Source: an optimization exercise on an open RTL-to-GDS flow (aim: small area). Production flows keep margins and buffers that such runs may drop. Only simulation tests tie the RTL to the original design; equivalence was not proved. The flow treats the clock pin as an ideal source, which a real chip does not have. No activity file was given, so power comes from the tool's default toggle rates.

Setup of v52:
==> flow/design.v (excerpt) <==
module median_filter (
    input rst,
    input [7:0] image_input,
    input enable,
    input enable_process,
    input clk,
    output [7:0] image_output
);
Size: about 390 flip-flops, about 20 I/O pins.
==> flow/config.mk <==
export PLATFORM = sky130hd
export DESIGN_NAME = median_filter
export DESIGN_NICKNAME = median_filter
export VERILOG_FILES = /design/flow/design.v
export SDC_FILE = /design/flow/constraint.sdc
export NUM_CORES = 8
export LEC_CHECK = 0
export ABC_AREA = 1
export CAP_MARGIN = 20
export CORE_MARGIN = 2
export CORE_UTILIZATION = 70
export PLACE_DENSITY = 0.8
export SLEW_MARGIN = 20
export SYNTH_HIERARCHICAL = 1
==> flow/constraint.sdc <==
create_clock -name core_clock -period 50.0 [get_ports {clk}]
set_input_delay 10.0000 -clock core_clock [delete_from_list [all_inputs] [get_ports {clk}]]
set_output_delay 10.0000 -clock core_clock [all_outputs]
set_load 0.01 [all_outputs]
standard.sh (not shown) runs the stock make flow with config.mk's settings and CLKGATE_MAP_FILE= SYNTH_SCRIPT=/design/flow/synth_recipe.tcl, a recipe that flattens the netlist after the stock synthesis.
==> flow/flow/run.sh <==
#!/bin/bash
# Layout flow: the standard flow (standard.sh) with
#  - synthesis mapped by an area-oriented ABC script (flow/my_synth.tcl,
#    flow/area.abc); registers are the standard synthesis's,
#  - clock tree synthesis without dummy loads, with small clock buffers,
#  - the smallest buffer for the port buffers,
# Each tool writes its full log under orfs/logs/; make's output goes to run.log.
set -euo pipefail
W=$PWD
export MY_ABC_SCRIPT=$W/flow/area.abc
export FLOW_SYNTH_TCL=$W/synth_recipe.tcl
CTS="-sink_clustering_enable -repair_clock_nets -dont_use_dummy_load -buf_list sky130_fd_sc_hd__clkbuf_4 -sink_clustering_size 12 -sink_clustering_max_diameter 40"
bash standard.sh SYNTH_SCRIPT=$W/flow/my_synth.tcl "CTS_ARGS=$CTS" \
  "BUFFER_PORTS_ARGS=-buffer_cell sky130_fd_sc_hd__buf_1" \
  finish > run.log 2>&1
==> flow/flow/area.abc <==
strash
&get -n
&deepsyn -I 4 -J 20 -S 1
&st
&dch
&nf -R 1000
&put
topo
==> flow/flow/my_synth.tcl <==
# The standard synthesis (synth_recipe.tcl, sourced unchanged below) with
# one change: the final technology mapping (the abc command of ORFS's
# synth.tcl) uses the area-oriented ABC script MY_ABC_SCRIPT in place of
# ORFS's, without ABC's buffering and up-sizing. Registers are mapped before
# this step (dfflibmap), so they are the standard synthesis's.
proc abc {args} {
  set i [lsearch -exact $args -script]
  if {$i >= 0} { lset args [expr {$i + 1}] $::env(MY_ABC_SCRIPT) }
  puts "abc with $::env(MY_ABC_SCRIPT): $args"
  yosys abc {*}$args
}
source $::env(FLOW_SYNTH_TCL)
Per the final summary, v52 finished and its layout is clean on timing, DRC and antenna.
What v34 does differently from v52 at the input level:
Settings: PLACE_DENSITY now 0.7, was 0.8; CORE_UTILIZATION now 60, was 70.
-- flow/flow/run.sh --
<<< v52, line 12
CTS="-sink_clustering_enable -repair_clock_nets -dont_use_dummy_load -buf_list sky130_fd_sc_hd__clkbuf_4 -sink_clustering_size 12 -sink_clustering_max_diameter 40"
>>> v34, line 12
CTS="-sink_clustering_enable -repair_clock_nets -dont_use_dummy_load -buf_list sky130_fd_sc_hd__clkbuf_4 -sink_clustering_size 11 -sink_clustering_max_diameter 45"
In v34, the die area came out 0.0033 mm^2 above the value in v52. Re relative contribution of combinational cells to total power: v34 and v52 aren't equal, and the lower value belongs to v34. Final instance area | v34 above v52.
Modified inputs, v30 compared to v34
Settings: SLEW_MARGIN changed from 20 to 0; CORE_UTILIZATION changed from 60 to 70; CAP_MARGIN changed from 20 to 0; PLACE_DENSITY changed from 0.7 to 0.8.
-- flow/flow/run.sh --
<<< v34, line 12
CTS="-sink_clustering_enable -repair_clock_nets -dont_use_dummy_load -buf_list sky130_fd_sc_hd__clkbuf_4 -sink_clustering_size 11 -sink_clustering_max_diameter 45"
>>> v30, line 12
CTS="-sink_clustering_enable -repair_clock_nets -dont_use_dummy_load -buf_list sky130_fd_sc_hd__clkbuf_4 -sink_clustering_size 12 -sink_clustering_max_diameter 40 -sink_clustering_levels 1"
-- flow/flow/area.abc --
<<< v34, line 6
&nf -R 1000
>>> v30, line 6
&nf -R 1000 -C 32 -F 8
Lower proportion of power drawn by flip-flops and latches was reported by v34, not v30.
v30 against v34; overall power consumption is down slightly.
As far as number of antenna violations at the first check in global routing goes, v30 and v34 are indistinguishable; the numbers are identical.
Per-instance average area after synthesis of v30 exceeds that of v34 slightly.
When the final numbers for v30 and v34 were put side by side, the number of clock buffers in the layout turned out to be smaller in v30.
Actual transition at the worst max-transition pin (v30 over v34): increase, 210 ps
### v30 -> v32
Settings: changing SLEW_MARGIN from 0 to 20; changing PLACE_DENSITY from 0.8 to 0.7; changing CAP_MARGIN from 0 to 20; changing CORE_UTILIZATION from 70 to 60.
-- flow/flow/run.sh --
<<< v30, line 12
CTS="-sink_clustering_enable -repair_clock_nets -dont_use_dummy_load -buf_list sky130_fd_sc_hd__clkbuf_4 -sink_clustering_size 12 -sink_clustering_max_diameter 40 -sink_clustering_levels 1"
>>> v32, line 12
CTS="-sink_clustering_enable -repair_clock_nets -dont_use_dummy_load -buf_list sky130_fd_sc_hd__clkbuf_8 -sink_clustering_size 16 -sink_clustering_max_diameter 35"
-- flow/flow/area.abc --
<<< v30, line 6
&nf -R 1000 -C 32 -F 8
>>> v32, line 6
&nf -R 1000
### Flow results
Area: v32 vs v30 -> v32 larger. v32: sequential area share after synthesis 0.28 points below v30. Post-route clock period utilization: higher on v30.


median_filter, a different RTL version from the one above (not shown whole).
For scale: ~390 flip-flops.
==> flow/config.mk <==
export PLATFORM = sky130hd
export DESIGN_NAME = median_filter
export DESIGN_NICKNAME = median_filter
export VERILOG_FILES = /design/flow/design.v
export SDC_FILE = /design/flow/constraint.sdc
export NUM_CORES = 8
export LEC_CHECK = 0
export ABC_AREA = 1
export CAP_MARGIN = 20
export CORE_MARGIN = 2
export CORE_UTILIZATION = 60
export PLACE_DENSITY = 0.7
export SLEW_MARGIN = 20
export SYNTH_HIERARCHICAL = 1
==> flow/constraint.sdc <==
create_clock -name core_clock -period 50.0 [get_ports {clk}]
set_input_delay 10.0000 -clock core_clock [delete_from_list [all_inputs] [get_ports {clk}]]
set_output_delay 10.0000 -clock core_clock [all_outputs]
set_load 0.01 [all_outputs]
==> flow/flow/run.sh <==
#!/bin/bash
# Layout flow: the standard flow (standard.sh) with
#  - synthesis mapped by an area-oriented ABC script (flow/my_synth.tcl,
#    flow/area.abc); registers are the standard synthesis's,
#  - clock tree synthesis without dummy loads, with small clock buffers,
#  - the smallest buffer for the port buffers,
#  - no large buffers or inverters in the resizer's repairs (flow/small_bufs.tcl).
# Each tool writes its full log under orfs/logs/; make's output goes to run.log.
set -euo pipefail
W=$PWD
export MY_ABC_SCRIPT=$W/flow/area.abc
export FLOW_SYNTH_TCL=$W/synth_recipe.tcl
CTS="-sink_clustering_enable -repair_clock_nets -dont_use_dummy_load -buf_list sky130_fd_sc_hd__clkbuf_4 -sink_clustering_size 11 -sink_clustering_max_diameter 45"
HOOK=$W/flow/small_bufs.tcl
bash standard.sh SYNTH_SCRIPT=$W/flow/my_synth.tcl "CTS_ARGS=$CTS" \
  "BUFFER_PORTS_ARGS=-buffer_cell sky130_fd_sc_hd__buf_1" \
  PRE_GLOBAL_PLACE_TCL=$HOOK PRE_RESIZE_TCL=$HOOK PRE_CTS_TCL=$HOOK \
  PRE_GLOBAL_ROUTE_TCL=$HOOK PRE_DETAIL_ROUTE_TCL=$HOOK finish > run.log 2>&1
==> flow/flow/area.abc <==
strash
&get -n
&deepsyn -I 4 -J 20 -S 1
&st
&dch
&nf -R 1000
&put
topo
==> flow/flow/small_bufs.tcl <==
set_dont_use [get_lib_cells {sky130_fd_sc_hd__buf_6 sky130_fd_sc_hd__buf_8 sky130_fd_sc_hd__buf_12 sky130_fd_sc_hd__buf_16 sky130_fd_sc_hd__bufinv_8 sky130_fd_sc_hd__bufinv_16 sky130_fd_sc_hd__bufbuf_8 sky130_fd_sc_hd__bufbuf_16 sky130_fd_sc_hd__inv_8 sky130_fd_sc_hd__inv_12 sky130_fd_sc_hd__inv_16}]
Scripts as last shown in full above: flow/flow/my_synth.tcl
Next try:
==> flow/flow/run.sh (replaced) <==
#!/bin/bash
# Layout flow: the standard flow (standard.sh) with
#  - synthesis mapped by an area-oriented ABC script (flow/my_synth.tcl,
#    flow/area.abc); registers are the standard synthesis's,
#  - clock tree synthesis without dummy loads, with small clock buffers,
#  - the smallest buffer for the port buffers,
# Each tool writes its full log under orfs/logs/; make's output goes to run.log.
set -euo pipefail
W=$PWD
export MY_ABC_SCRIPT=$W/flow/area.abc
export FLOW_SYNTH_TCL=$W/synth_recipe.tcl
CTS="-sink_clustering_enable -repair_clock_nets -dont_use_dummy_load -buf_list sky130_fd_sc_hd__clkbuf_8 -sink_clustering_size 20 -sink_clustering_max_diameter 60"
bash standard.sh SYNTH_SCRIPT=$W/flow/my_synth.tcl "CTS_ARGS=$CTS" \
  "BUFFER_PORTS_ARGS=-buffer_cell sky130_fd_sc_hd__buf_1" \
  finish > run.log 2>&1
removed: flow/flow/small_bufs.tcl
Design area stays flat; utilization barely changes; global-route usage fell by 0.27 points; first-iteration DRC count fell by 21%; die area stays the same; sequential power barely changes; critical path depth fell by 4; setup slack gains 400 ps; via count fell by 1.3%; synthesized area is unchanged.
Next try:
==> flow/flow/run.sh (replaced) <==
#!/bin/bash
# Layout flow: the standard flow (standard.sh) with
#  - synthesis mapped by an area-oriented ABC script (flow/my_synth.tcl),
#  - clock tree synthesis without dummy loads, with small clock buffers,
#  - the smallest buffer for the port buffers.
# Each tool writes its full log under orfs/logs/; make's output goes to run.log.
set -euo pipefail
W=$PWD
export MY_ABC_SCRIPT=$W/flow/area.abc
export FLOW_SYNTH_TCL=$W/synth_recipe.tcl
CTS="-sink_clustering_enable -repair_clock_nets -dont_use_dummy_load -buf_list sky130_fd_sc_hd__clkbuf_8 -sink_clustering_size 18 -sink_clustering_max_diameter 80"
bash standard.sh SYNTH_SCRIPT=$W/flow/my_synth.tcl "CTS_ARGS=$CTS" \
  "BUFFER_PORTS_ARGS=-buffer_cell sky130_fd_sc_hd__buf_1" finish > run.log 2>&1
--- a/flow/config.mk
+++ b/flow/config.mk
@@ -10,4 +10,6 @@
 export CORE_MARGIN = 2
 export CORE_UTILIZATION = 60
+export GPL_ROUTABILITY_DRIVEN = 0
+export GPL_TIMING_DRIVEN = 0
 export PLACE_DENSITY = 0.7
 export SLEW_MARGIN = 20
Result: Clock-buffer cell count goes down by 1. Cell area climbs slightly. Power barely changes. Hold slack gains 19 ps. Routed wire length falls by a few percent.
Next try:
==> flow/flow/run.sh (replaced) <==
#!/bin/bash
# Layout flow: the standard flow (standard.sh) with
#  - synthesis mapped by an area-oriented ABC script (flow/my_synth.tcl,
#    flow/area.abc); registers are the standard synthesis's,
#  - clock tree synthesis without dummy loads, with small clock buffers,
#  - the smallest buffer for the port buffers,
#  - no large buffers or inverters in the resizer's repairs (flow/small_bufs.tcl).
# Each tool writes its full log under orfs/logs/; make's output goes to run.log.
set -euo pipefail
W=$PWD
export MY_ABC_SCRIPT=$W/flow/area.abc
export FLOW_SYNTH_TCL=$W/synth_recipe.tcl
CTS="-sink_clustering_enable -repair_clock_nets -dont_use_dummy_load -buf_list sky130_fd_sc_hd__clkbuf_4 -sink_clustering_size 11 -sink_clustering_max_diameter 45"
HOOK=$W/flow/small_bufs.tcl
bash standard.sh SYNTH_SCRIPT=$W/flow/my_synth.tcl "CTS_ARGS=$CTS" \
  "BUFFER_PORTS_ARGS=-buffer_cell sky130_fd_sc_hd__buf_1" \
  \
  finish > run.log 2>&1
==> flow/flow/small_bufs.tcl (new file) <==
set_dont_use [get_lib_cells {sky130_fd_sc_hd__buf_6 sky130_fd_sc_hd__buf_8 sky130_fd_sc_hd__buf_12 sky130_fd_sc_hd__buf_16 sky130_fd_sc_hd__bufinv_8 sky130_fd_sc_hd__bufinv_16 sky130_fd_sc_hd__bufbuf_8 sky130_fd_sc_hd__bufbuf_16 sky130_fd_sc_hd__inv_8 sky130_fd_sc_hd__inv_12 sky130_fd_sc_hd__inv_16}]
--- a/flow/config.mk
+++ b/flow/config.mk
@@ -10,6 +10,4 @@
 export CORE_MARGIN = 2
 export CORE_UTILIZATION = 60
-export GPL_ROUTABILITY_DRIVEN = 0
-export GPL_TIMING_DRIVEN = 0
 export PLACE_DENSITY = 0.7
 export SLEW_MARGIN = 20
Result: Worst hold slack improves by 14 ps; area after synthesis is unchanged; setup slack improves by 930 ps; power went down by 0.72%; sequential power hardly moves; non-clock buffer count went down by 5; count of clock-buffer cells in the layout went up by 18.
Next try:
==> flow/flow/run.sh (replaced) <==
#!/bin/bash
# Layout flow: the standard flow (standard.sh) with
#  - synthesis mapped by an area-oriented ABC script (flow/my_synth.tcl),
#  - clock tree synthesis without dummy loads, with small clock buffers,
#  - the smallest buffer for the port buffers.
# Each tool writes its full log under orfs/logs/; make's output goes to run.log.
set -euo pipefail
W=$PWD
export MY_ABC_SCRIPT=$W/flow/area.abc
export FLOW_SYNTH_TCL=$W/synth_recipe.tcl
CTS="-sink_clustering_enable -repair_clock_nets -dont_use_dummy_load -buf_list sky130_fd_sc_hd__clkbuf_16 -sink_clustering_size 30 -sink_clustering_max_diameter 100"
bash standard.sh SYNTH_SCRIPT=$W/flow/my_synth.tcl "CTS_ARGS=$CTS" \
  "BUFFER_PORTS_ARGS=-buffer_cell sky130_fd_sc_hd__buf_1" finish > run.log 2>&1
--- a/flow/config.mk
+++ b/flow/config.mk
@@ -10,4 +10,6 @@
 export CORE_MARGIN = 2
 export CORE_UTILIZATION = 60
+export GPL_ROUTABILITY_DRIVEN = 0
+export GPL_TIMING_DRIVEN = 0
 export PLACE_DENSITY = 0.7
 export SLEW_MARGIN = 20
removed: flow/flow/small_bufs.tcl
After rerunning: The changed run finished with timing, DRC and antenna clean; setup slack got worse by 830 ps; hold slack got worse by 11 ps; critical path depth increases by 1; global-route usage goes down by 0.78 points; register-to-register slack is worse by 20 ps; final area grows by 2.0%; clock skew decreases by 19 ps; total power increases by about 2.4%; via count drops by about 1.7%.

[separate check: timing with driven ports]
In the flow no input, the clock included, has a driving cell. The finished layouts below were timed again as built, in two steps.
Step 1 (the two cells are an assumption about what drives the block):
set clk [get_ports {clk}]
set_driving_cell -lib_cell sky130_fd_sc_hd__clkbuf_16 $clk
set_driving_cell -lib_cell sky130_fd_sc_hd__buf_2 [delete_from_list [all_inputs] $clk]
Step 2 moves the port delays by t, midway between the first and last clock arrival at a register: inputs arrive t later, outputs are due t later. That takes back most of the time a late clock gives input paths.
Slacks: no drivers / after step 1 / after step 2; pairs: no drivers / after step 1.
run | t (ns) | setup WS [ns] | worst setup path at the end | worst slew at a driven data input, ns
v52 | 0.675 | 23.894 / 23.851 / 24.526 | register to output | 0.04
v34 | 0.660 | 24.586 / 24.545 / 25.205 | register to output | 0.03
v30 | 0.656 | 23.811 / 23.769 / 24.425 | register to output | 0.03
v32 | 0.579 | 24.714 / 24.672 / 25.251 | register to output | 0.03
the first run of note 2 | 0.681 | 24.376 / 24.332 / 25.014 | register to output | 0.03
the second run of note 2 | 0.584 | 24.777 / 24.735 / 25.318 | register to output | 0.03
the third run of note 2 | 0.589 | 23.711 / 23.671 / 24.260 | register to output | 0.03
the fourth run of note 2 | 0.681 | 24.637 / 24.595 / 25.276 | register to output | 0.03
the fifth run of note 2 | 0.549 | 23.805 / 23.757 / 24.306 | register to output | 0.03
After both steps setup and hold are still met in every run listed.
